Context: an optimization exercise on an open-source flow, tuned for a short achievable clock period and few clock cycles. The choices shown serve that exercise and are no tape-out recipe. No run shown here included a check of the RTL's function; only the layout flow was run. No driver is modelled on the clock port, so clocking that relies on it looks cheaper here than on a real chip. No activity file was given, so power comes from the tool's default toggle rates.

==> flow/design.v <==
`timescale 1ns / 1ps
module MIPS_DLX(
	input         clock,
	input         reset,
	input         enable,
	output [9:0]  imem_addr,
	input  [31:0] imem_data,
	output [9:0]  dmem_addr,
	output [31:0] dmem_wdata,
	output        dmem_we,
	input  [31:0] dmem_rdata
);
reg [9:0]  pc;
reg        e_we, e_load, e_store, e_br;
reg        e_mis_eq, e_mis_ne;            
reg        e_fold, e_fbeq, e_fpred;       
reg [9:0]  e_falt;                        
reg [4:0]  e_fidx;
reg [1:0]  e_fctr;
reg        e_pred, e_bne;
reg [4:0]  e_dst;
reg [9:0]  e_pc1, e_tgt;                  
reg [9:0]  e_pc;
reg        e_hit, e_spred;
reg [1:0]  e_ctr;
reg        e_fa, e_fb, e_fc;              
reg [31:0] e_a, e_b, e_c;                 
reg        e_sub, e_arith, e_and, e_or, e_xor, e_nor, e_slt, e_sltu;
reg        e_sll, e_sr, e_sra, e_big;
reg        e_ek_addi, e_ek_andi, e_ek_slt, e_ek_sltu, e_ek_ld, e_ezk;
reg        e_ek_sl;                       
reg [31:0] e_negimm;
reg [4:0]  x_lo, x_hi0, x_hi1;
reg        x_c;
reg [31:0] x_wdata;
reg        x_sfwd;                        
reg [31:0] m_res;
reg        m_we;
reg [4:0]  m_dst;
reg [31:1] f_one, f_b0;                   
reg [31:0] rf [1:31];
wire [31:0] R = dmem_rdata;
assign dmem_addr  = {x_c ? x_hi1 : x_hi0, x_lo};
assign dmem_wdata = x_sfwd ? m_res : x_wdata;
assign dmem_we    = e_store & enable;
wire [31:0] a = e_fa ? m_res : e_a;
wire [31:0] b = e_fb ? m_res : e_b;
wire [31:0] c = e_fc ? m_res : e_c;
wire [31:0] cx   = c ^ {32{e_sub}};
wire [32:0] sum  = {1'b0, a} + {1'b0, cx} + {32'd0, e_sub};
wire        lt   = (a[31] ^ c[31]) ? a[31] : sum[31];
wire        ltu  = ~sum[32];
wire [4:0]  sh   = c[4:0];
wire        big  = e_big & (|c[31:5]);
wire [31:0] shl  = a << sh;
wire [32:0] shr  = $signed({e_sra & a[31], a}) >>> sh;
wire [31:0] res_shl = big ? 32'd0 : shl;
wire [31:0] res_shr = big ? {32{e_sra & a[31]}} : shr[31:0];
wire [9:0]  sum10 = a[9:0] + cx[9:0] + {9'd0, e_sub};
wire [9:0]  res10 = ({10{e_arith}} & sum10)
                  | ({10{e_and}}   & (a[9:0] & c[9:0]))
                  | ({10{e_or}}    & (a[9:0] | c[9:0]))
                  | ({10{e_xor}}   & (a[9:0] ^ c[9:0]))
                  | ({10{e_nor}}   & ~(a[9:0] | c[9:0]))
                  | ({10{e_sll}}   & res_shl[9:0])
                  | ({10{e_sr}}    & res_shr[9:0]);
wire [31:0] res = ({32{e_arith}} & sum[31:0])
                | ({32{e_and}}   & (a & c))
                | ({32{e_or}}    & (a | c))
                | ({32{e_xor}}   & (a ^ c))
                | ({32{e_nor}}   & ~(a | c))
                | {31'd0, (e_slt & lt) | (e_sltu & ltu)}
                | ({32{e_sll}}   & res_shl)
                | ({32{e_sr}}    & res_shr)
                | ({32{e_load}}  & R);
wire        eq_rr      = (e_a == e_b);
wire        eq_mr      = (m_res == e_b);
wire        eq_rm      = (e_a == m_res);
wire        eq         = e_fa ? (e_fb ? 1'b1 : eq_mr) : (e_fb ? eq_rm : eq_rr);
wire        taken      = eq ^ e_bne;
wire        mispredict_b = eq ? e_mis_eq : e_mis_ne;
wire        ftaken     = e_fbeq ? ezero : ~ezero;
wire        mispredict_f = e_fold & (ftaken != e_fpred);
wire        mispredict = mispredict_b | mispredict_f;
wire        z_addi = e_fa ? (m_res == e_negimm) : (e_a == e_negimm);
wire        ezero = (e_ek_addi & z_addi) | (e_ek_andi & ~|(a & c)) |
                    (e_ek_slt & ~lt) | (e_ek_sltu & ~ltu) | (e_ek_ld & ~|R);
wire [31:0] ins   = imem_data;
wire [5:0]  op    = ins[31:26];
wire [4:0]  rs    = ins[25:21];
wire [4:0]  rt    = ins[20:16];
wire [4:0]  rd    = ins[15:11];
wire [5:0]  funct = ins[5:0];
wire is_r    = op == 6'b000000;
wire is_j    = op == 6'b000010;
wire is_beq  = op == 6'b000100;
wire is_bne  = op == 6'b000101;
wire is_addi = op == 6'b001000;
wire is_slti = op == 6'b001010;
wire is_andi = op == 6'b001100;
wire is_ori  = op == 6'b001101;
wire is_xori = op == 6'b001110;
wire is_lw   = op == 6'b100011;
wire is_sw   = op == 6'b101011;
wire is_imm  = is_addi | is_slti | is_andi | is_ori | is_xori;
wire is_br   = is_beq | is_bne;
wire is_mem  = is_lw | is_sw;
wire [4:0] dst = is_r ? rd : rt;
wire       we  = (is_r | is_imm | is_lw) & (dst != 5'd0);
wire f_add  = is_r & (funct == 6'h20 || funct == 6'h21);
wire f_sub  = is_r & (funct == 6'h22 || funct == 6'h23);
wire f_or   = is_r & (funct == 6'h25);
wire f_xor  = is_r & (funct == 6'h26);
wire f_nor  = is_r & (funct == 6'h27);
wire f_slt  = is_r & (funct == 6'h2a);
wire f_sltu = is_r & (funct == 6'h2b);
wire f_sll  = is_r & (funct == 6'h00);
wire f_srl  = is_r & (funct == 6'h02);
wire f_sra  = is_r & (funct == 6'h03);
wire f_sllv = is_r & (funct == 6'h04);
wire f_srlv = is_r & (funct == 6'h06);
wire f_srav = is_r & (funct == 6'h07);
wire f_and  = is_r & ~(f_add | f_sub | f_or | f_xor | f_nor | f_slt | f_sltu |
                       f_sll | f_srl | f_sra | f_sllv | f_srlv | f_srav);
wire [31:0] imm = {{16{ins[15]}}, ins[15:0]};
wire [31:0] rf_a = (rs == 5'd0) ? 32'd0 : rf[rs];
wire [31:0] rf_b = (rt == 5'd0) ? 32'd0 : rf[rt];
wire [31:0] val_a = rf_a;
wire [31:0] val_b = rf_b;
wire fwd_a = e_we & (e_dst == rs);
wire fwd_b = e_we & (e_dst == rt);
wire       stall    = is_mem & fwd_a & e_ek_sl;
wire [9:0] base     = fwd_a ? (e_load ? R[9:0] : res10) : val_a[9:0];
function [5:0] add5;
	input [4:0] x, y;
	input       cin;
	reg [4:0] p, g, gg, pp, gn, pn;
	integer i, d;
	begin
		p = x ^ y;
		g = x & y;
		gg = g; gg[0] = g[0] | (p[0] & cin);
		pp = p;
		for (d = 1; d < 5; d = d * 2) begin
			gn = gg; pn = pp;
			for (i = d; i < 5; i = i + 1) begin
				gn[i] = gg[i] | (pp[i] & gg[i-d]);
				pn[i] = pp[i] & pp[i-d];
			end
			gg = gn; pp = pn;
		end
		add5 = {gg[4], p ^ {gg[3:0], cin}};
	end
endfunction
wire [5:0] a_lo     = add5(base[4:0], ins[4:0], 1'b0);
wire [5:0] a_hi0    = add5(base[9:5], ins[9:5], 1'b0);
wire [5:0] a_hi1    = add5(base[9:5], ins[9:5], 1'b1);
wire same  = rs == rt;
wire spred = is_beq ? (same | ins[15]) : ~same;
reg [31:0]  bp_v;
reg [159:0] bp_tag;
reg [63:0]  bp_ctr;
wire [4:0] bp_i   = pc[4:0];
wire       bp_hit = bp_v[bp_i] & (bp_tag[bp_i*5 +: 5] == pc[9:5]);
wire [1:0] bp_c   = bp_ctr[bp_i*2 +: 2];
wire       dpred  = bp_hit ? bp_c[1] : spred;
wire       early_ok = is_br & ~same & e_ezk &
                      (((rt == 5'd0) & fwd_a) | ((rs == 5'd0) & fwd_b));
wire       pred     = early_ok ? (is_beq ? ezero : ~ezero) : dpred;
wire [9:0] pc1 = pc + 10'd1;
wire [9:0] pc2 = pc + 10'd2;
wire [9:0] tgt = pc + ins[9:0];
reg [31:0]  fb_v, fb_j, fb_beq;
reg [159:0] fb_tag, fb_r;
reg [319:0] fb_tgt;
reg [63:0]  fb_ctr;
wire [4:0] fb_i    = pc[4:0];
wire       fb_hit  = fb_v[fb_i] & (fb_tag[fb_i*5 +: 5] == pc[9:5]);
wire       fb_isj  = fb_j[fb_i];
wire       fb_eq   = fb_beq[fb_i];
wire [4:0] fb_reg  = fb_r[fb_i*5 +: 5];
wire [9:0] fb_dst  = fb_tgt[fb_i*10 +: 10];
wire [1:0] fb_c    = fb_ctr[fb_i*2 +: 2];
wire       x_ezk   = is_addi | is_andi | f_slt | is_slti | f_sltu | is_lw;
wire       fold_ok = fb_hit & ~is_br & ~is_j;
wire       fold_j  = fold_ok & fb_isj;
wire       fold_b  = fold_ok & ~fb_isj & we & x_ezk & (dst == fb_reg);
wire       x_dec1  = is_addi & (ins[15:0] == 16'hFFFF);
wire       x_bit0  = is_andi & (ins[15:0] == 16'h0001);
wire       m_wrs   = m_we & (m_dst == rs);
wire       rs_one  = (rs != 5'd0) & (m_wrs ? (m_res == 32'd1) : f_one[rs]);
wire       rs_b0   = (rs != 5'd0) & (m_wrs ? m_res[0] : f_b0[rs]);
wire       x_known = (x_dec1 | x_bit0) & ~fwd_a;
wire       x_zero  = x_dec1 ? rs_one : ~rs_b0;
wire       fb_pred = x_known ? (fb_eq ? x_zero : ~x_zero) : fb_c[1];
wire       fpred   = fold_j | (fold_b & fb_pred);
wire [9:0] f_next = stall ? pc :
                    (fold_j | fold_b) ? (fpred ? fb_dst : pc2) :
                    (is_br & pred) ? tgt : (is_j ? ins[9:0] : pc1);
assign imem_addr = pc;
always @(posedge clock) begin
	if (reset)
		pc <= 10'd0;
	else if (enable)
		pc <= mispredict_f ? e_falt : mispredict_b ? (e_pred ? e_pc1 : e_tgt) : f_next;
end
wire kill = mispredict | stall;       
always @(posedge clock) begin
	if (reset) begin
		e_we <= 1'b0; e_load <= 1'b0; e_store <= 1'b0; e_br <= 1'b0;
		e_mis_eq <= 1'b0; e_mis_ne <= 1'b0; e_ezk <= 1'b0; e_fold <= 1'b0;
	end else if (enable) begin
		e_fold   <= fold_b & ~kill;
		e_ezk    <= we & ~kill & (is_addi | is_andi | f_slt | is_slti | f_sltu | is_lw);
		e_we     <= we & ~kill;
		e_load   <= is_lw & ~kill;
		e_store  <= is_sw & ~kill;
		e_br     <= is_br & ~kill;
		e_mis_eq <= is_br & ~kill & (is_bne == pred);
		e_mis_ne <= is_br & ~kill & (is_bne != pred);
	end
end
always @(posedge clock) begin
	if (enable) begin
		e_dst    <= dst;
		e_bne    <= is_bne;
		e_pred   <= pred;
		e_fbeq   <= fb_eq;
		e_fpred  <= fb_pred;
		e_falt   <= fb_pred ? pc2 : fb_dst;
		e_fidx   <= fb_i;
		e_fctr   <= fb_c;
		e_pc1    <= pc1;
		e_tgt    <= tgt;
		e_pc     <= pc;
		e_hit    <= bp_hit;
		e_spred  <= spred;
		e_ctr    <= bp_c;
		e_fa     <= fwd_a;
		e_fb     <= fwd_b;
		e_fc     <= fwd_b & ~is_imm;
		e_a      <= val_a;
		e_b      <= val_b;
		e_c      <= is_imm ? imm : val_b;
		e_sub    <= f_sub | f_slt | f_sltu | is_slti;
		e_arith  <= f_add | f_sub | is_addi;
		e_and    <= f_and | is_andi;
		e_or     <= f_or | is_ori;
		e_xor    <= f_xor | is_xori;
		e_nor    <= f_nor;
		e_slt    <= f_slt | is_slti;
		e_sltu   <= f_sltu;
		e_sll    <= f_sll | f_sllv;
		e_sr     <= f_srl | f_sra | f_srlv | f_srav;
		e_sra    <= f_sra | f_srav;
		e_big    <= f_sll | f_srl | f_sra;
		e_ek_addi <= is_addi;
		e_ek_andi <= is_andi;
		e_ek_slt  <= f_slt | is_slti;
		e_ek_sltu <= f_sltu;
		e_ek_ld   <= is_lw;
		e_ek_sl   <= f_slt | is_slti | f_sltu;
		e_negimm  <= 32'd0 - imm;
		x_lo     <= a_lo[4:0];
		x_c      <= a_lo[5];
		x_hi0    <= a_hi0[4:0];
		x_hi1    <= a_hi1[4:0];
		x_wdata  <= val_b;
		x_sfwd   <= fwd_b;
	end
end
always @(posedge clock) begin
	if (enable) begin
		m_res <= res;
		m_dst <= e_dst;
	end
end
always @(posedge clock) begin
	if (reset)
		m_we <= 1'b0;
	else if (enable)
		m_we <= e_we;
end
always @(posedge clock) begin
	if (m_we) begin
		f_one[m_dst] <= (m_res == 32'd1);
		f_b0[m_dst]  <= m_res[0];
	end
end
wire [1:0] ctr0  = e_hit ? e_ctr : (e_spred ? 2'b10 : 2'b01);
wire [1:0] ctr_t = (ctr0 == 2'b11) ? 2'b11 : ctr0 + 2'b01;
wire [1:0] ctr_n = (ctr0 == 2'b00) ? 2'b00 : ctr0 - 2'b01;
reg        u_v;
reg [9:0]  u_pc;
reg [1:0]  u_ctr;
always @(posedge clock) begin
	if (reset)
		u_v <= 1'b0;
	else if (enable)
		u_v <= e_br;
end
always @(posedge clock) begin
	if (enable) begin
		u_pc  <= e_pc;
		u_ctr <= taken ? ctr_t : ctr_n;
	end
end
always @(posedge clock) begin
	if (reset) begin
		bp_v <= 32'd0;
	end else if (enable && u_v) begin
		bp_v[u_pc[4:0]] <= 1'b1;
	end
end
always @(posedge clock) begin
	if (enable && u_v) begin
		bp_tag[u_pc[4:0]*5 +: 5] <= u_pc[9:5];
		bp_ctr[u_pc[4:0]*2 +: 2] <= u_ctr;
	end
end
wire [9:0] pm1     = pc - 10'd1;
wire [4:0] al_i    = pm1[4:0];
wire       al_zt   = is_br & ~same & ((rt == 5'd0) | (rs == 5'd0));
wire       al_have = fb_v[al_i] & (fb_tag[al_i*5 +: 5] == pm1[9:5]);
wire       al      = (is_j | al_zt) & ~al_have;
wire [1:0] fctr_t  = (e_fctr == 2'b11) ? 2'b11 : e_fctr + 2'b01;
wire [1:0] fctr_n  = (e_fctr == 2'b00) ? 2'b00 : e_fctr - 2'b01;
reg        fu_v;
reg [4:0]  fu_i;
reg [1:0]  fu_ctr;
always @(posedge clock) begin
	if (reset)
		fu_v <= 1'b0;
	else if (enable)
		fu_v <= e_fold;
end
always @(posedge clock) begin
	if (enable) begin
		fu_i   <= e_fidx;
		fu_ctr <= ftaken ? fctr_t : fctr_n;
	end
end
always @(posedge clock) begin
	if (reset) begin
		fb_v <= 32'd0;
	end else if (enable && al) begin
		fb_v[al_i] <= 1'b1;
	end
end
always @(posedge clock) begin
	if (enable && al) begin
		fb_tag[al_i*5 +: 5]   <= pm1[9:5];
		fb_j[al_i]            <= is_j;
		fb_beq[al_i]          <= is_beq;
		fb_r[al_i*5 +: 5]     <= (rt == 5'd0) ? rs : rt;
		fb_tgt[al_i*10 +: 10] <= is_j ? ins[9:0] : tgt;
		fb_ctr[al_i*2 +: 2]   <= spred ? 2'b10 : 2'b01;
	end else if (enable && fu_v) begin
		fb_ctr[fu_i*2 +: 2]   <= fu_ctr;
	end
end
always @(posedge clock) begin
	if (e_we)
		rf[e_dst] <= res;
end
endmodule
==> flow/flow/run.sh <==
#!/bin/bash
# Standard ORFS layout with delay cells kept out of the netlist and
# repair_timing asked for more setup slack than the default.
set -euo pipefail
DONT_USE="sky130_fd_sc_hd__probe_p_8 sky130_fd_sc_hd__probec_p_8 sky130_fd_sc_hd__lpflow_bleeder_1 sky130_fd_sc_hd__lpflow_clkbufkapwr_1 sky130_fd_sc_hd__lpflow_clkbufkapwr_16 sky130_fd_sc_hd__lpflow_clkbufkapwr_2 sky130_fd_sc_hd__lpflow_clkbufkapwr_4 sky130_fd_sc_hd__lpflow_clkbufkapwr_8 sky130_fd_sc_hd__lpflow_clkinvkapwr_1 sky130_fd_sc_hd__lpflow_clkinvkapwr_16 sky130_fd_sc_hd__lpflow_clkinvkapwr_2 sky130_fd_sc_hd__lpflow_clkinvkapwr_4 sky130_fd_sc_hd__lpflow_clkinvkapwr_8 sky130_fd_sc_hd__lpflow_decapkapwr_12 sky130_fd_sc_hd__lpflow_decapkapwr_3 sky130_fd_sc_hd__lpflow_decapkapwr_4 sky130_fd_sc_hd__lpflow_decapkapwr_6 sky130_fd_sc_hd__lpflow_decapkapwr_8 sky130_fd_sc_hd__lpflow_inputiso0n_1 sky130_fd_sc_hd__lpflow_inputiso0p_1 sky130_fd_sc_hd__lpflow_inputiso1n_1 sky130_fd_sc_hd__lpflow_inputiso1p_1 sky130_fd_sc_hd__lpflow_inputisolatch_1 sky130_fd_sc_hd__lpflow_isobufsrc_1 sky130_fd_sc_hd__lpflow_isobufsrc_16 sky130_fd_sc_hd__lpflow_isobufsrc_2 sky130_fd_sc_hd__lpflow_isobufsrc_4 sky130_fd_sc_hd__lpflow_isobufsrc_8 sky130_fd_sc_hd__lpflow_isobufsrckapwr_16 sky130_fd_sc_hd__lpflow_lsbuf_lh_hl_isowell_tap_1 sky130_fd_sc_hd__lpflow_lsbuf_lh_hl_isowell_tap_2 sky130_fd_sc_hd__lpflow_lsbuf_lh_hl_isowell_tap_4 sky130_fd_sc_hd__lpflow_lsbuf_lh_isowell_4 sky130_fd_sc_hd__lpflow_lsbuf_lh_isowell_tap_1 sky130_fd_sc_hd__lpflow_lsbuf_lh_isowell_tap_2 sky130_fd_sc_hd__lpflow_lsbuf_lh_isowell_tap_4  sky130_fd_sc_hd__clkdlybuf4s15_1 sky130_fd_sc_hd__clkdlybuf4s15_2 sky130_fd_sc_hd__clkdlybuf4s18_1 sky130_fd_sc_hd__clkdlybuf4s18_2 sky130_fd_sc_hd__clkdlybuf4s25_1 sky130_fd_sc_hd__clkdlybuf4s25_2 sky130_fd_sc_hd__clkdlybuf4s50_1 sky130_fd_sc_hd__clkdlybuf4s50_2 sky130_fd_sc_hd__dlygate4sd1_1 sky130_fd_sc_hd__dlygate4sd2_1 sky130_fd_sc_hd__dlygate4sd3_1 sky130_fd_sc_hd__dlymetal6s2s_1 sky130_fd_sc_hd__dlymetal6s4s_1 sky130_fd_sc_hd__dlymetal6s6s_1"
bash standard.sh "DONT_USE_CELLS=$DONT_USE" SETUP_SLACK_MARGIN=5.6 SLEW_MARGIN=50 CAP_MARGIN=50 POST_CTS_TCL="$PWD/flow/post_cts.tcl" finish > standard.log 2>&1
==> flow/flow/post_cts.tcl <==
# Extra timing repair at the end of ORFS's CTS step (before 4_1_cts.odb is
# written): fix slow transitions, then more setup repair passes, then
# legalize the placement again.
puts "post_cts: extra repair"
estimate_parasitics -placement
repair_design -slew_margin 50 -cap_margin 50 -verbose
estimate_parasitics -placement
repair_timing -setup -setup_margin 5.6 -repair_tns 100 -verbose
detailed_placement
estimate_parasitics -placement
repair_timing -setup -setup_margin 5.6 -repair_tns 100 -verbose
detailed_placement
check_placement -verbose
report_worst_slack -max
==> flow/standard.sh <==
#!/bin/bash
# synth_recipe.tcl (not shown) runs the flow's synth.tcl, then flattens the netlist and writes it again
# the make line also repeats each setting of config.mk as NAME=value (left out here)
make -C /OpenROAD-flow-scripts/flow DESIGN_CONFIG=/design/flow/config.mk WORK_HOME=/design/flow/orfs CLKGATE_MAP_FILE= SYNTH_SCRIPT=/design/flow/synth_recipe.tcl "${@:-finish}"
==> flow/config.mk <==
export PLATFORM = sky130hd
export DESIGN_NAME = MIPS_DLX
export DESIGN_NICKNAME = MIPS_DLX
export VERILOG_FILES = /design/flow/design.v
export SDC_FILE = /design/flow/constraint.sdc
export NUM_CORES = 8
export LEC_CHECK = 0
export CAP_MARGIN = 20
export CORE_MARGIN = 2
export CORE_UTILIZATION = 40
export SLEW_MARGIN = 20
==> flow/constraint.sdc <==
create_clock -name core_clock -period 10.0 [get_ports {clock}]
set_input_delay 2.0000 -clock core_clock [delete_from_list [all_inputs] [get_ports {clock}]]
set_output_delay 2.0000 -clock core_clock [all_outputs]
set_load 0.01 [all_outputs]
==> results of run 1 <==
synthesized netlist by cell type, types with 13 or more instances:
cell | number | area [µm²]
edfxtp_1 | 2300 | 69070
nand2_1 | 1389 | 5214
o21ai_0 | 929 | 4649
mux4_2 | 712 | 16040
nor2_1 | 589 | 2211
mux2i_1 | 580 | 5806
clkbuf_1 | 522 | 1959
a21oi_1 | 332 | 1662
mux2_2 | 194 | 2185
a211oi_1 | 171 | 1284
a22o_1 | 168 | 1471
xnor2_1 | 168 | 1471
inv_1 | 158 | 593.1
ha_1 | 150 | 1877
o221ai_1 | 135 | 1182
nand3_1 | 127 | 635.6
o22ai_1 | 95 | 594.3
buf_1 | 92 | 345.3
dfxtp_1 | 85 | 1702
nor3_1 | 85 | 425.4
xor2_1 | 80 | 700.7
buf_2 | 76 | 380.4
a22oi_1 | 75 | 563.0
a21o_1 | 69 | 518.0
a31oi_1 | 60 | 375.4
nor4_1 | 59 | 369.1
o211ai_1 | 52 | 390.4
o31ai_1 | 50 | 375.4
nand4_1 | 49 | 306.5
nand2b_1 | 34 | 212.7
o21ai_1 | 34 | 170.2
and2_1 | 30 | 187.7
and3_1 | 30 | 187.7
nor2b_1 | 29 | 181.4
a222oi_1 | 26 | 260.3
or3_1 | 24 | 150.1
buf_4 | 22 | 165.2
a32o_1 | 19 | 190.2
buf_6 | 18 | 202.7
o21a_1 | 18 | 135.1
o21bai_1 | 18 | 135.1
a221o_1 | 17 | 170.2
o2bb2ai_1 | 15 | 131.4
a21boi_0 | 14 | 105.1
a221oi_1 | 13 | 113.9
routing by layer:
layer,vias to the layer above,global-route usage,share of wire
met2,8139,0.4986,0.44
met4,16,0.2151,0.081
met1,53295,0.4198,0.36
met3,2062,0.08143,0.12
li1,42167,-,-
met5,-,0.001029,0.00025
registers in the layout (all words and copies together) (netlist names), 64 cells and up:
| name | flops |
|---|---|
| rf | 992 |
| fb_tgt | 320 |
| bp_tag | 160 |
| fb_r | 160 |
| fb_tag | 160 |
| bp_ctr | 64 |
| fb_ctr | 64 |
logic make-up (layout without fill, tap and decap cells):
logic type,count (synthesis),count (layout),synth area share
compound gates,2422,2436,0.1203
flops,2385,2385,0.5474
other cells,0,25,0
mux,1495,1495,0.1868
simple gates,2526,2538,0.08317
fa+ha+maj,159,159,0.01568
xor+xnor,250,250,0.01705
buf+inv,905,2180,0.02952
stage by stage:
step,power (mW),setup WS (ns),util
finish,32.13,4.966,0.5075
global route,32.62,4.852,0.5074
detailed placement,17.85,3.061,0.4251
global placement,17.67,2.293,0.4179
floorplan,15.10,4.336,-
report_power, final:
part / internal, mW / switching [mW]
clock network: 5.70 / 4.36
registers: 11.3 / 0.183
logic: 3.69 / 6.86
cell type report:
class	instances	area, µm²
fillers	27012	158300
flip-flops and latches	2385	70800
multi-input cells	6878	62990
repair buffers	1520	14350
clock buffers	347	7287
well taps	4305	5386
clock inverters	141	1419
inverters	168	782.0
diodes	25	62.56
repair inverters	4	40.04
worst max-delay path by stage:
stage	end	slack, ns	from	depth (start not counted)
final	fb_tgt[68]$_DFFE_PP_	4.97	pc[1]$_SDFFE_PP0P_	27
after floorplan	fb_beq[0]$_DFFE_PP_	4.34	imem_data[22]	13
after detailed placement	fb_tgt[63]$_DFFE_PP_	3.06	imem_data[2]	14
after global routing	pc[3]$_SDFFE_PP0P_	4.85	e_fc$_DFFE_PP_	25
after global placement	fb_tgt[249]$_DFFE_PP_	2.29	pc[0]$_SDFFE_PP0P_	18
==> qor.txt, run 1 <==
Mapped Nets: 10365
hpwl dp: 347.3 mm
Mapped Cells: 10142
commonest non-fill, non-tap cell in the layout: edfxtp_1
die area: 327700 µm²
Syn Area/Cell: 12.75 µm²
Tot GR Track Use: 0.3290
Rows: 208
Final Non-Filler Cells: 15773
Final setup viols: 0
clock latency (worst-skew pair): 0.95 ns
Critical Path Slowest Stage Cell: nor4_4
cell family with most CP delay: buffers and inverters
placed cell area: 136600 µm²
port bufs: 119
maximum vdd drop: 183.0 µV
Final nets: 11455
total gr overflow: 0
r2r setup slk: 4.97 ns
Routed WL: 561.0 mm
pwr dens: 197.0 nW/µm²
R2R depth: 27
synthesis-stage register bit count: 2385
crit-path max FO: 4
Clock Sinks: 2385
die width: 572.5 µm
starting density of the core: 0.4022
HP Class: reg2reg
design area: 163100 µm²
f_max: 198.6 MHz
fin crit share: 0.5034
Post-Syn Area: 129300 µm²
RSZ-0062 raised after global routing: yes
drt initial violations: 16018
Synth Flop Type: edfxtp_1
via count: 105679
Rel. slew slack: 0.4087
Placeable Area: 321400 µm²
Leakage: 56.44 nW
Top cell by count, worst path: buf_6
first-pass GRT wire length: 769.3 mm
final hold violations: 0
MaxCap Viol Count: 0
number of enable flip-flop cells after synthesis: 2300
Data required, critical path: 10.67 ns
post-route ant nets: 0
placed insts: 14239
Worst Clk Skew: 0.08930 ns
die height: 572.5 µm
gpl congestion: 1.014
Slew Viols, Final: 0
critical path's largest stage delay: 0.52 ns
Area Growth Syn to Fin: 26.18%
pin count of the biggest net entering global routing: 97
Yosys Warn Count: 1
Reg2Reg Capture Point: fb_tgt[68]$_DFFE_PP_
drt pass-1 iters: 21
CTS tree: built
clock-pin slew on the worst setup and hold paths: 0.07 ns
sum of negative setup slack: 0 ns
initial antenna violation count: 39
hold endpoint: u_pc[3]$_DFFE_PP_
measured slew at the worst slew-check pin: 0.8850 ns
Period minus WS final: 5.034 ns
Vias/cell: 6.700
vias in the first global route: 100474
hold slack: 0.4135 ns
Seq/Total Area, Yosys: 0.5474
CP Class: reg2reg
boundary pin count: 120
worst r2r src: pc[1]$_SDFFE_PP0P_
CP startpoint kind: register
DR WL/cell: 35.57 µm
Residual DRC: 0
Cell variety after synth: 108
CP endpoint kind: register
most frequent cells in the layout: edfxtp_1 (2300), nand2_1 (1124), mux4_2 (712)
Synth async-reset ratio: 0
Worst Hold Depth: 0
crit path buf inv count: 11
status: timing/DRC/antenna clean
Hold Path Origin: e_pc[3]$_DFFE_PP_
layout cells sized above 1: 0.3241
crit path DAT: 5.70 ns
==> inputs of run 2 (changes only) <==
--- a/flow/design.v
+++ b/flow/design.v
@@ -319,9 +319,28 @@
 	end
 end
-wire [9:0] pm1     = pc - 10'd1;
-wire [4:0] al_i    = pm1[4:0];
 wire       al_zt   = is_br & ~same & ((rt == 5'd0) | (rs == 5'd0));
+reg        a_v, a_j, a_beq, a_sp;
+reg [9:0]  a_pc, a_tgt;
+reg [4:0]  a_r;
+always @(posedge clock) begin
+	if (reset)
+		a_v <= 1'b0;
+	else if (enable)
+		a_v <= is_j | al_zt;
+end
+always @(posedge clock) begin
+	if (enable) begin
+		a_pc  <= pc;
+		a_j   <= is_j;
+		a_beq <= is_beq;
+		a_sp  <= spred;
+		a_r   <= (rt == 5'd0) ? rs : rt;
+		a_tgt <= is_j ? ins[9:0] : tgt;
+	end
+end
+wire [9:0] pm1     = a_pc - 10'd1;
+wire [4:0] al_i    = pm1[4:0];
 wire       al_have = fb_v[al_i] & (fb_tag[al_i*5 +: 5] == pm1[9:5]);
-wire       al      = (is_j | al_zt) & ~al_have;
+wire       al      = a_v & ~al_have;
 wire [1:0] fctr_t  = (e_fctr == 2'b11) ? 2'b11 : e_fctr + 2'b01;
 wire [1:0] fctr_n  = (e_fctr == 2'b00) ? 2'b00 : e_fctr - 2'b01;
@@ -351,9 +370,9 @@
 	if (enable && al) begin
 		fb_tag[al_i*5 +: 5]   <= pm1[9:5];
-		fb_j[al_i]            <= is_j;
-		fb_beq[al_i]          <= is_beq;
-		fb_r[al_i*5 +: 5]     <= (rt == 5'd0) ? rs : rt;
-		fb_tgt[al_i*10 +: 10] <= is_j ? ins[9:0] : tgt;
-		fb_ctr[al_i*2 +: 2]   <= spred ? 2'b10 : 2'b01;
+		fb_j[al_i]            <= a_j;
+		fb_beq[al_i]          <= a_beq;
+		fb_r[al_i*5 +: 5]     <= a_r;
+		fb_tgt[al_i*10 +: 10] <= a_tgt;
+		fb_ctr[al_i*2 +: 2]   <= a_sp ? 2'b10 : 2'b01;
 	end else if (enable && fu_v) begin
 		fb_ctr[fu_i*2 +: 2]   <= fu_ctr;
==> qor.txt, run 2 <==
status: timing/DRC/antenna clean
Yosys Warn Count: 1 (unchanged)
most frequent cells in the layout: edfxtp_1 (2317), mux4_2 (863), nand2_1 (736)
Critical Path Slowest Stage Cell: edfxtp_1
commonest non-fill, non-tap cell in the layout: edfxtp_1
Tot GR Track Use: 0.2929 (-0.03603)
Slew Viols, Final: 0 (unchanged)
Area Growth Syn to Fin: 23.78%
pin count of the biggest net entering global routing: 92 (-5.2%)
drt initial violations: 14384 (-10%)
Final setup viols: 0 (unchanged)
biggest regs: rf: 992 flops, fb_tgt: 320 flops
initial antenna violation count: 43 (+10%)
critical path's largest stage delay: 0.42 ns (-0.10 ns)
die area: 327900 µm² (about the same)
crit path buf inv count: 10 (-1)
Seq/Total Area, Yosys: 0.5512 (+0.003816)
Routed WL: 504.7 mm (-10%)
drt pass-1 iters: 12 (-43%)
crit path DAT: 5.55 ns (-0.15 ns)
die height: 572.6 µm (about the same)
Multi-input gate area: 60740 µm² (-3.6%)
pwr dens: 186.0 nW/µm² (-5.6%)
fin crit share: 0.4874 (-0.01602)
Yosys top cell area share: 0.5379 (+0.003668)
MaxCap Viol Count: 0 (unchanged)
hold slack: 0.4693 ns (+0.05582 ns)
clock latency (worst-skew pair): 0.96 ns (about the same)
Post-Syn Area: 129300 µm² (about the same)
RSZ-0062 raised after global routing: yes
post-route ant nets: 0 (unchanged)
boundary pin count: 120 (unchanged)
measured slew at the worst slew-check pin: 0.9469 ns (+0.06186 ns)
CTS tree: built
via count: 98673 (-6.6%)
Area contributors post-synth: edfxtp_1 (54%), mux4_2 (15%), mux2i_1 (3.4%)
Mapped Cells: 9400 (-7.3%)
Clock Sinks: 2403 (+0.75%)
sum of negative setup slack: 0 ns (unchanged)
placed cell area: 136200 µm² (-0.28%)
first-pass GRT wire length: 693.6 mm (-9.8%)
Period minus WS final: 4.874 ns (-0.1602 ns)
Rel. slew slack: 0.3621 (-0.04665)
Cell variety after synth: 114 (+5.6%)
port bufs: 119 (unchanged)
cell family with most CP delay: compound AO/OA/AOI/OAI gates
Data required, critical path: 10.68 ns (about the same)
Syn Area/Cell: 13.76 µm² (+8.0%)
max FFs per register: 992 (unchanged)
Synth Flop Type: edfxtp_1
Placeable Area: 321400 µm² (unchanged)
layout cells sized above 1: 0.3292 (+0.005077)
total gr overflow: 0 (unchanged)
Mapped Nets: 9620 (-7.2%)
maximum vdd drop: 183.2 µV (about the same)
crit-path max FO: 8 (+4)
CP endpoint kind: register
Final nets: 10586 (-7.6%)
CP Class: reg2reg
Leakage: 54.43 nW (-3.5%)
synth cell count leaders: edfxtp_1 (2317), nand2_1 (908), mux4_2 (863), o21ai_0 (615), nor2_1 (611)
final hold violations: 0 (unchanged)
most frequent cell after synthesis: edfxtp_1
starting density of the core: 0.4024 (about the same)
number of enable flip-flop cells after synthesis: 2317 (+0.74%)
Top cell by count, worst path: a21o_1
HP Class: reg2reg
Vias/cell: 6.617 (-1.2%)
hpwl dp: 311.8 mm (-10%)
DR WL/cell: 33.85 µm (-4.8%)
r2r setup slk: 5.13 ns (+0.16 ns)
Synth async-reset ratio: 0 (unchanged)
Yosys top cell by area: edfxtp_1
CP startpoint kind: register
gpl congestion: 0.9907 (-2.3%)
design area: 160100 µm² (-1.8%)
Rows: 208 (unchanged)
vias in the first global route: 93462 (-7.0%)
die width: 572.6 µm (about the same)
f_max: 205.2 MHz (+3.3%)
Worst Clk Skew: 0.08681 ns (-0.002490 ns)
Residual DRC: 0 (unchanged)
synthesis-stage register bit count: 2403 (+0.75%)
clock-pin slew on the worst setup and hold paths: 0.07 ns (about the same)
fillers: 26831 (-0.67%)
register area: 71320 µm² (+0.74%)
largest register by flop count: rf
==> run 2: final cells by class <==
cell class	count	area share
Antenna cell	30	0.0004689
Clock buffer	339	0.04658
Clock inverter	149	0.008128
Inverter	160	0.004408
Multi-Input combinational cell	6153	0.3794
Sequential cell	2403	0.4455
Tap cell	4305	0.03364
Timing Repair Buffer	1371	0.08178
Timing Repair inverter	2	0.0001094
==> run 2: per-stage QoR <==
stage	worst slack (ns)	utilization	power (mW)	cells
after floorplan	4.279	-	14.92	9400
after global placement	2.734	0.4176	16.87	13394
after detailed placement	2.945	0.4239	17.03	13477
after global routing	5.035	0.4980	30.38	14900
final	5.126	0.4981	29.78	14912
==> run 2: logic make-up after synthesis <==
kind of cell / after synthesis / share of synthesized area
mux: 1624 / 0.2123
compound gates: 2041 / 0.1054
xor+xnor: 261 / 0.01779
simple gates: 2056 / 0.06964
buf+inv: 859 / 0.02823
flops: 2403 / 0.5512
fa+ha+maj: 156 / 0.01538
==> run 2: per-layer routing <==
metal	track usage	routed length, µm	vias to the layer above
li1	-	-	39556
met1	0.3876	184200	50330
met2	0.4476	225300	7097
met3	0.06595	60470	1674
met4	0.1610	34680	16
met5	0	103	-
==> run 2: tightest hold or removal path, delay by kind of cell (launching register included) <==
kind	cells	cell delay, ns
AND/OR/NAND/NOR	1	0.07
flip-flops	1	0.32
AO/OA/AOI/OAI	1	0.04
==> run 2: where the power goes <==
| group | leakage (nW) | internal [mW] | switching [mW] |
|---|---|---|---|
| Combinational | 28.3 | 2.98 | 4.96 |
| Clock | 4.29 | 5.77 | 4.30 |
| Sequential | 21.8 | 11.5 | 0.244 |
| Total | 54.4 | 20.3 | 9.50 |
==> run 2: path summary, 6_finish.rpt <==
path | startpoint | endpoint | depth (start not counted)
setup / recovery | e_fc$_DFFE_PP_ | rf[25][21]$_DFFE_PP_ | 25
hold / removal | bp_v[16]$_SDFFE_PP0P_ | bp_v[16]$_SDFFE_PP0P_ | 2
hold reg to reg | bp_v[16]$_SDFFE_PP0P_ | bp_v[16]$_SDFFE_PP0P_ | 2
setup reg to reg | e_fc$_DFFE_PP_ | rf[25][21]$_DFFE_PP_ | 25
==> inputs of run 3 (changes only) <==
--- a/flow/design.v
+++ b/flow/design.v
@@ -16,4 +16,7 @@
 reg        e_fold, e_fbeq, e_fpred;       
 reg [9:0]  e_falt;                        
+reg        e_fz;                          
+reg        e_fa2, e_fb2;                  
+reg [31:0] e_a2, e_b2;
 reg [4:0]  e_fidx;
 reg [1:0]  e_fctr;
@@ -80,5 +83,8 @@
 wire        taken      = eq ^ e_bne;
 wire        mispredict_b = eq ? e_mis_eq : e_mis_ne;
-wire        ftaken     = e_fbeq ? ezero : ~ezero;
+wire        eq2        = e_fa2 ? (e_fb2 ? 1'b1 : (m_res == e_b2)) :
+                                 (e_fb2 ? (e_a2 == m_res) : (e_a2 == e_b2));
+wire        fcond      = e_fz ? ezero : eq2;
+wire        ftaken     = e_fbeq ? fcond : ~fcond;
 wire        mispredict_f = e_fold & (ftaken != e_fpred);
 wire        mispredict = mispredict_b | mispredict_f;
@@ -171,6 +177,6 @@
 wire [9:0] pc2 = pc + 10'd2;
 wire [9:0] tgt = pc + ins[9:0];
-reg [31:0]  fb_v, fb_j, fb_beq;
-reg [159:0] fb_tag, fb_r;
+reg [31:0]  fb_v, fb_j, fb_beq, fb_zt;
+reg [159:0] fb_tag, fb_r, fb_rs, fb_rt;
 reg [319:0] fb_tgt;
 reg [63:0]  fb_ctr;
@@ -180,4 +186,7 @@
 wire       fb_eq   = fb_beq[fb_i];
 wire [4:0] fb_reg  = fb_r[fb_i*5 +: 5];
+wire [4:0] fb_rsi  = fb_rs[fb_i*5 +: 5];
+wire [4:0] fb_rti  = fb_rt[fb_i*5 +: 5];
+wire       fb_z    = fb_zt[fb_i];
 wire [9:0] fb_dst  = fb_tgt[fb_i*10 +: 10];
 wire [1:0] fb_c    = fb_ctr[fb_i*2 +: 2];
@@ -185,5 +194,11 @@
 wire       fold_ok = fb_hit & ~is_br & ~is_j;
 wire       fold_j  = fold_ok & fb_isj;
-wire       fold_b  = fold_ok & ~fb_isj & we & x_ezk & (dst == fb_reg);
+wire       fold_z  = fb_z & we & x_ezk & (dst == fb_reg);
+wire       fold_g  = ~(we & ((dst == fb_rsi) | (dst == fb_rti)));
+wire       fold_b  = fold_ok & ~fb_isj & (fold_z | fold_g);
+wire [31:0] g_a    = (fb_rsi == 5'd0) ? 32'd0 : rf[fb_rsi];
+wire [31:0] g_b    = (fb_rti == 5'd0) ? 32'd0 : rf[fb_rti];
+wire        g_fa   = e_we & (e_dst == fb_rsi);
+wire        g_fb   = e_we & (e_dst == fb_rti);
 wire       x_dec1  = is_addi & (ins[15:0] == 16'hFFFF);
 wire       x_bit0  = is_andi & (ins[15:0] == 16'h0001);
@@ -193,5 +208,5 @@
 wire       x_known = (x_dec1 | x_bit0) & ~fwd_a;
 wire       x_zero  = x_dec1 ? rs_one : ~rs_b0;
-wire       fb_pred = x_known ? (fb_eq ? x_zero : ~x_zero) : fb_c[1];
+wire       fb_pred = (fold_z & x_known) ? (fb_eq ? x_zero : ~x_zero) : fb_c[1];
 wire       fpred   = fold_j | (fold_b & fb_pred);
 wire [9:0] f_next = stall ? pc :
@@ -227,4 +242,9 @@
 		e_pred   <= pred;
 		e_fbeq   <= fb_eq;
+		e_fz     <= fold_z;
+		e_fa2    <= g_fa;
+		e_fb2    <= g_fb;
+		e_a2     <= g_a;
+		e_b2     <= g_b;
 		e_fpred  <= fb_pred;
 		e_falt   <= fb_pred ? pc2 : fb_dst;
@@ -320,5 +340,6 @@
 end
 wire       al_zt   = is_br & ~same & ((rt == 5'd0) | (rs == 5'd0));
-reg        a_v, a_j, a_beq, a_sp;
+reg        a_v, a_j, a_beq, a_sp, a_zt;
+reg [4:0]  a_rs, a_rt;
 reg [9:0]  a_pc, a_tgt;
 reg [4:0]  a_r;
@@ -327,5 +348,5 @@
 		a_v <= 1'b0;
 	else if (enable)
-		a_v <= is_j | al_zt;
+		a_v <= is_j | is_br;
 end
 always @(posedge clock) begin
@@ -336,4 +357,7 @@
 		a_sp  <= spred;
 		a_r   <= (rt == 5'd0) ? rs : rt;
+		a_zt  <= al_zt;
+		a_rs  <= rs;
+		a_rt  <= rt;
 		a_tgt <= is_j ? ins[9:0] : tgt;
 	end
@@ -373,4 +397,7 @@
 		fb_beq[al_i]          <= a_beq;
 		fb_r[al_i*5 +: 5]     <= a_r;
+		fb_zt[al_i]           <= a_zt;
+		fb_rs[al_i*5 +: 5]    <= a_rs;
+		fb_rt[al_i*5 +: 5]    <= a_rt;
 		fb_tgt[al_i*10 +: 10] <= a_tgt;
 		fb_ctr[al_i*2 +: 2]   <= a_sp ? 2'b10 : 2'b01;
==> qor.txt, run 3 <==
starting density of the core: 0.4009 (-0.001536)
Leakage: 71.67 nW (+32%)
RSZ-0062 raised after global routing: yes
Clock Sinks: 2833 (+18%)
die height: 655.2 µm (+14%)
Mapped Nets: 14963 (+56%)
commonest non-fill, non-tap cell in the layout: nand2_1
via count: 149969 (+52%)
DR WL/cell: 35.60 µm (+5.2%)
Area Growth Syn to Fin: 22.03%
fin crit share: 0.4787 (-0.008735)
status: timing/DRC/antenna clean
total gr overflow: 0 (unchanged)
number of enable flip-flop cells after synthesis: 2747 (+19%)
Critical Path Slowest Stage Cell: a211o_4
Slew Viols, Final: 0 (unchanged)
die width: 655.2 µm (+14%)
f_max: 208.9 MHz (+1.8%)
measured slew at the worst slew-check pin: 0.9094 ns (-0.03745 ns)
clock latency (worst-skew pair): 0.99 ns (+0.03 ns)
Placeable Area: 423100 µm² (+32%)
synthesis-stage register bit count: 2833 (+18%)
CTS tree: built
max FFs per register: 992 (unchanged)
maximum vdd drop: 189.2 µV (+3.3%)
Top cell by count, worst path: buf_6
setup slack at placement: 3.273 ns (+0.3273 ns)
Final nets: 15779 (+49%)
post-route ant nets: 0 (unchanged)
clock-pin slew on the worst setup and hold paths: 0.07 ns (about the same)
Syn Area/Cell: 11.51 µm² (-16%)
Yosys top cell by area: edfxtp_1
final hold violations: 0 (unchanged)
boundary pin count: 120 (unchanged)
hold slack: 0.4619 ns (-0.007396 ns)
synth cell count leaders: nand2_1 (2895), edfxtp_1 (2747), clkbuf_1 (963), mux4_2 (874), nor2_1 (798)
drt pass-1 iters: 13 (+1)
die area: 429300 µm² (+31%)
crit-path max FO: 10 (+2)
Tot Pwr: 39.49 mW (+33%)
CP Class: reg2reg
Routed WL: 768.1 mm (+52%)
most frequent cell after synthesis: nand2_1
worst setup margin: 5.213 ns (+0.08735 ns)
fillers: 36501 (+36%)
Residual DRC: 0 (unchanged)
HP Class: reg2reg
pin count of the biggest net entering global routing: 95 (+3.3%)
placed cell area: 178700 µm² (+31%)
most frequent cells in the layout: nand2_1 (2809), edfxtp_1 (2747), mux4_2 (883)
layout cells sized above 1: 0.2558 (-0.07341)
Yosys Warn Count: 1 (unchanged)
first-pass GRT wire length: 1031 mm (+49%)
MaxCap Viol Count: 0 (unchanged)
design area: 207000 µm² (+29%)
Yosys top cell area share: 0.4863 (-0.05164)
Worst Clk Skew: 0.06666 ns (-0.02016 ns)
Post-Syn Area: 169600 µm² (+31%)
Area contributors post-synth: edfxtp_1 (49%), mux4_2 (12%), nand2_1 (6.4%)
pwr dens: 190.8 nW/µm² (+2.6%)
Period minus WS final: 4.787 ns (-0.08735 ns)
Rows: 239 (+15%)
largest register by flop count: rf
Final setup viols: 0 (unchanged)
Tot GR Track Use: 0.3324 (+0.03946)
Mapped Cells: 14743 (+57%)
vias in the first global route: 135555 (+45%)
Synth async-reset ratio: 0 (unchanged)
register area: 84230 µm² (+18%)
Vias/cell: 6.952 (+5.1%)
Rel. slew slack: 0.3937 (+0.03164)
port bufs: 119 (unchanged)
Data required, critical path: 10.82 ns (+0.14 ns)
Multi-input gate area: 86370 µm² (+42%)
sum of negative setup slack: 0 ns (unchanged)
hpwl dp: 458.5 mm (+47%)
CP startpoint kind: register
crit path DAT: 5.61 ns (+0.06 ns)
biggest regs: rf: 992 flops, fb_tgt: 320 flops
initial antenna violation count: 77 (+79%)
CP endpoint kind: register
drt initial violations: 29951 (+110%)
critical path's largest stage delay: 0.42 ns (about the same)
critical-path cell list: buf_6, buf_16, mux2i_1, buf_2, inv_1, ha_4, nand3_2, nor4_4, a221oi_2, o211ai_1, buf_6, a2111oi_4, a211o_4, buf_8, a211oi_4, o31ai_4, buf_6, buf_8, mux2i_1, o311ai_2, a311oi_2
Cell variety after synth: 115 (+0.88%)
Seq/Total Area, Yosys: 0.4964 (-0.05480)
gpl congestion: 0.9790 (-1.2%)
Synth Flop Type: edfxtp_1
## run 3: worst max-delay path, delay by kind of cell, from the launching register on
| family | cells | cell delay, ns |
|---|---|---|
| compound gates | 8 | 1.59 |
| buf+inv | 8 | 1.39 |
| simple gates | 2 | 0.54 |
| fa+ha+maj | 1 | 0.37 |
| mux | 2 | 0.36 |
| flops | 1 | 0.37 |
## run 3: where the power goes
group / internal [mW] / total [mW] / switching [mW]
Clock: 7.31 / 12.6 / 5.31
Combinational: 4.36 / 12.8 / 8.43
Sequential: 13.7 / 14.1 / 0.391
## run 3: metrics by stage
stage,utilization,cells
3_3_place_gp,0.4145,19686
6_report,0.4892,21573
5_1_grt,0.4888,21513
3_5_place_dp,0.4224,19825
2_1_floorplan,-,14743
## run 3: cells by family after synthesis
family / count (synthesis) / share of synthesized area
AOI/OAI and AO/OA: 2993 / 0.1271
xor gates and xnor gates: 332 / 0.01740
adders and majority gates: 156 / 0.01173
and+or+nand+nor: 5020 / 0.1257
muxes: 1966 / 0.1859
buffers and inverters: 1443 / 0.03568
DFF: 2833 / 0.4964
## run 3: final cells by class
type                       instances  area share
sequential                      2833      0.4069
antenna                           89    0.001076
clock inverter                   191     0.01063
inverter                         171    0.003452
tap                             5663     0.03423
timing repair inverter             2  0.00008463
timing repair buffer            1750     0.08450
clock buffer                     397     0.04182
multi-input combinational      10477      0.4173
## run 3: per-layer routing
layer,global-route usage,wire length (µm)
met5,0.01347,1076
met2,0.4770,316100
met3,0.1240,124000
met4,0.2061,64430
met1,0.4223,262500
## run 3: worst paths after layout
path | from | end | slack (ns) | cells past startpoint
worst max-delay path | e_fa$_DFFE_PP_ | pc[9]$_SDFFE_PP0P_ | 5.21 | 21
worst min-delay path | bp_v[18]$_SDFFE_PP0P_ | bp_v[18]$_SDFFE_PP0P_ | 0.46 | 2
worst max register to register | e_fa$_DFFE_PP_ | pc[9]$_SDFFE_PP0P_ | 5.21 | 21
worst min register to register | bp_v[18]$_SDFFE_PP0P_ | bp_v[18]$_SDFFE_PP0P_ | 0.46 | 2
==> inputs of run 4 (changes only) <==
--- a/flow/design.v
+++ b/flow/design.v
@@ -201,4 +201,5 @@
 wire        g_fa   = e_we & (e_dst == fb_rsi);
 wire        g_fb   = e_we & (e_dst == fb_rti);
+wire        g_eq   = (g_a == g_b);
 wire       x_dec1  = is_addi & (ins[15:0] == 16'hFFFF);
 wire       x_bit0  = is_andi & (ins[15:0] == 16'h0001);
@@ -208,5 +209,7 @@
 wire       x_known = (x_dec1 | x_bit0) & ~fwd_a;
 wire       x_zero  = x_dec1 ? rs_one : ~rs_b0;
-wire       fb_pred = (fold_z & x_known) ? (fb_eq ? x_zero : ~x_zero) : fb_c[1];
+wire       g_known = ~g_fa & ~g_fb;
+wire       fb_pred = fold_z ? (x_known ? (fb_eq ? x_zero : ~x_zero) : fb_c[1])
+                            : (g_known ? (fb_eq ? g_eq : ~g_eq) : fb_c[1]);
 wire       fpred   = fold_j | (fold_b & fb_pred);
 wire [9:0] f_next = stall ? pc :
==> flow/flow/run.sh (replaced) <==
#!/bin/bash
# Standard ORFS layout with delay cells kept out of the netlist and
# repair_timing asked for more setup slack than the default.
set -euo pipefail
DONT_USE="sky130_fd_sc_hd__probe_p_8 sky130_fd_sc_hd__probec_p_8 sky130_fd_sc_hd__lpflow_bleeder_1 sky130_fd_sc_hd__lpflow_clkbufkapwr_1 sky130_fd_sc_hd__lpflow_clkbufkapwr_16 sky130_fd_sc_hd__lpflow_clkbufkapwr_2 sky130_fd_sc_hd__lpflow_clkbufkapwr_4 sky130_fd_sc_hd__lpflow_clkbufkapwr_8 sky130_fd_sc_hd__lpflow_clkinvkapwr_1 sky130_fd_sc_hd__lpflow_clkinvkapwr_16 sky130_fd_sc_hd__lpflow_clkinvkapwr_2 sky130_fd_sc_hd__lpflow_clkinvkapwr_4 sky130_fd_sc_hd__lpflow_clkinvkapwr_8 sky130_fd_sc_hd__lpflow_decapkapwr_12 sky130_fd_sc_hd__lpflow_decapkapwr_3 sky130_fd_sc_hd__lpflow_decapkapwr_4 sky130_fd_sc_hd__lpflow_decapkapwr_6 sky130_fd_sc_hd__lpflow_decapkapwr_8 sky130_fd_sc_hd__lpflow_inputiso0n_1 sky130_fd_sc_hd__lpflow_inputiso0p_1 sky130_fd_sc_hd__lpflow_inputiso1n_1 sky130_fd_sc_hd__lpflow_inputiso1p_1 sky130_fd_sc_hd__lpflow_inputisolatch_1 sky130_fd_sc_hd__lpflow_isobufsrc_1 sky130_fd_sc_hd__lpflow_isobufsrc_16 sky130_fd_sc_hd__lpflow_isobufsrc_2 sky130_fd_sc_hd__lpflow_isobufsrc_4 sky130_fd_sc_hd__lpflow_isobufsrc_8 sky130_fd_sc_hd__lpflow_isobufsrckapwr_16 sky130_fd_sc_hd__lpflow_lsbuf_lh_hl_isowell_tap_1 sky130_fd_sc_hd__lpflow_lsbuf_lh_hl_isowell_tap_2 sky130_fd_sc_hd__lpflow_lsbuf_lh_hl_isowell_tap_4 sky130_fd_sc_hd__lpflow_lsbuf_lh_isowell_4 sky130_fd_sc_hd__lpflow_lsbuf_lh_isowell_tap_1 sky130_fd_sc_hd__lpflow_lsbuf_lh_isowell_tap_2 sky130_fd_sc_hd__lpflow_lsbuf_lh_isowell_tap_4  sky130_fd_sc_hd__clkdlybuf4s15_1 sky130_fd_sc_hd__clkdlybuf4s15_2 sky130_fd_sc_hd__clkdlybuf4s18_1 sky130_fd_sc_hd__clkdlybuf4s18_2 sky130_fd_sc_hd__clkdlybuf4s25_1 sky130_fd_sc_hd__clkdlybuf4s25_2 sky130_fd_sc_hd__clkdlybuf4s50_1 sky130_fd_sc_hd__clkdlybuf4s50_2 sky130_fd_sc_hd__dlygate4sd1_1 sky130_fd_sc_hd__dlygate4sd2_1 sky130_fd_sc_hd__dlygate4sd3_1 sky130_fd_sc_hd__dlymetal6s2s_1 sky130_fd_sc_hd__dlymetal6s4s_1 sky130_fd_sc_hd__dlymetal6s6s_1"
bash standard.sh "DONT_USE_CELLS=$DONT_USE" SETUP_SLACK_MARGIN=5.6 PLACE_DENSITY=0.8 SLEW_MARGIN=50 CAP_MARGIN=50 POST_CTS_TCL="$PWD/flow/post_cts.tcl" finish > standard.log 2>&1
==> qor.txt, run 4 <==
Yosys top cell area share: 0.4919 (+0.005598)
Synth async-reset ratio: 0 (unchanged)
Yosys Warn Count: 1 (unchanged)
Clock Sinks: 2833 (unchanged)
total gr overflow: 4234
status: did not finish
Failed at: 5_1_grt
Error: [ERROR GRT-0116] Global routing finished with congestion. Check the congestion regions in the DRC Viewer.
die width: 651.5 µm (-0.57%)
gpl congestion: 1.073 (+9.6%)
Seq/Total Area, Yosys: 0.5022 (+0.005715)
hpwl dp: 475.0 mm (+3.6%)
Syn Area/Cell: 12.39 µm² (+7.7%)
synth cell count leaders: edfxtp_1 (2747), nand2_1 (1851), mux4_2 (1023), mux2i_1 (775), clkbuf_1 (751)
pin count of the biggest net entering global routing: 85
Area contributors post-synth: edfxtp_1 (49%), mux4_2 (14%), mux2i_1 (4.6%)
Mapped Nets: 13758 (-8.1%)
synthesis-stage register bit count: 2833 (unchanged)
Tot GR Track Use: 0.5328
Synth Flop Type: edfxtp_1
boundary pin count: 120 (unchanged)
Mapped Cells: 13538 (-8.2%)
first-pass GRT wire length: 1574 mm
port bufs: 119 (unchanged)
Yosys top cell by area: edfxtp_1
die height: 651.5 µm (-0.57%)
Rows: 237 (-0.84%)
Post-Syn Area: 167700 µm² (-1.1%)
Cell variety after synth: 100 (-13%)
number of enable flip-flop cells after synthesis: 2747 (unchanged)
starting density of the core: 0.4022 (+0.001340)
most frequent cell after synthesis: edfxtp_1
vias in the first global route: 175965
[run 4: how the worst max path moves through the flow]
stage,startpoint,to
after detailed placement,pc[2]$_SDFFE_PP0P_,e_falt[6]$_DFFE_PP_
after global placement,pc[0]$_SDFFE_PP0P_,e_falt[0]$_DFFE_PP_
after floorplan,e_fidx[0]$_DFFE_PP_,fb_ctr[0]$_DFFE_PP_
[run 4: cells by family after synthesis]
logic type	after synthesis	share of synthesized area
buffers and inverters	1336	0.03291
xor gates and xnor gates	385	0.02011
DFF	2833	0.5022
AOI/OAI and AO/OA	3061	0.1277
and+or+nand+nor	3511	0.09085
adders and majority gates	156	0.01186
muxes	2256	0.2144
[run 4: layer usage]
layer / overflow / track usage
met4: 805 / 0.4612
met2: 1734 / 0.6341
met5: 103 / 0.3525
met3: 733 / 0.4835
met1: 859 / 0.5221
[run 4: per-stage QoR]
step	worst slack, ns	hold WS (ns)	instances	area [µm²]	total power [mW]
floorplan	2.917	0.4244	13538	167900	19.94
global placement	1.253	0.4418	18515	174100	23.79
detailed placement	1.847	0.4554	18658	177500	24.14
[run 4: power by group through the flow]
stage / Combinational (mW) / Sequential [mW] / Clock, mW
after global placement: 9.35 / 14.4 / 0
after detailed placement: 9.73 / 14.4 / 0
after floorplan: 5.82 / 14.1 / 0

## port drivers added, routing unchanged
In the flow no input, the clock included, has a driving cell. The finished layouts below were timed again as built, in two steps.
Step 1 assumes that a clkbuf_16 drives the clock port and a buf_2 every other input.
Step 2 moves the port delays by t, midway between the first and last clock arrival at a register: inputs arrive t later, outputs are due t later. That takes back most of the time a late clock gives input paths.
Slacks: no drivers / after step 1 / after step 2; pairs: no drivers / after step 1.
run	shift t [ns]	setup slack, ns	worst setup path after step 2	pins driven straight from the clock port
run 1	0.998	4.966 / 4.966 / 4.131	input to register	1
run 2	1.015	5.126 / 5.126 / 4.145	input to register	1
run 3	1.065	5.213 / 5.017 / 3.952	input to register	1
After both steps every run listed still meets setup and hold. The setup slack of run 3, which loses most, moves by -0.196 ns with the drivers and by -1.261 ns with both steps.
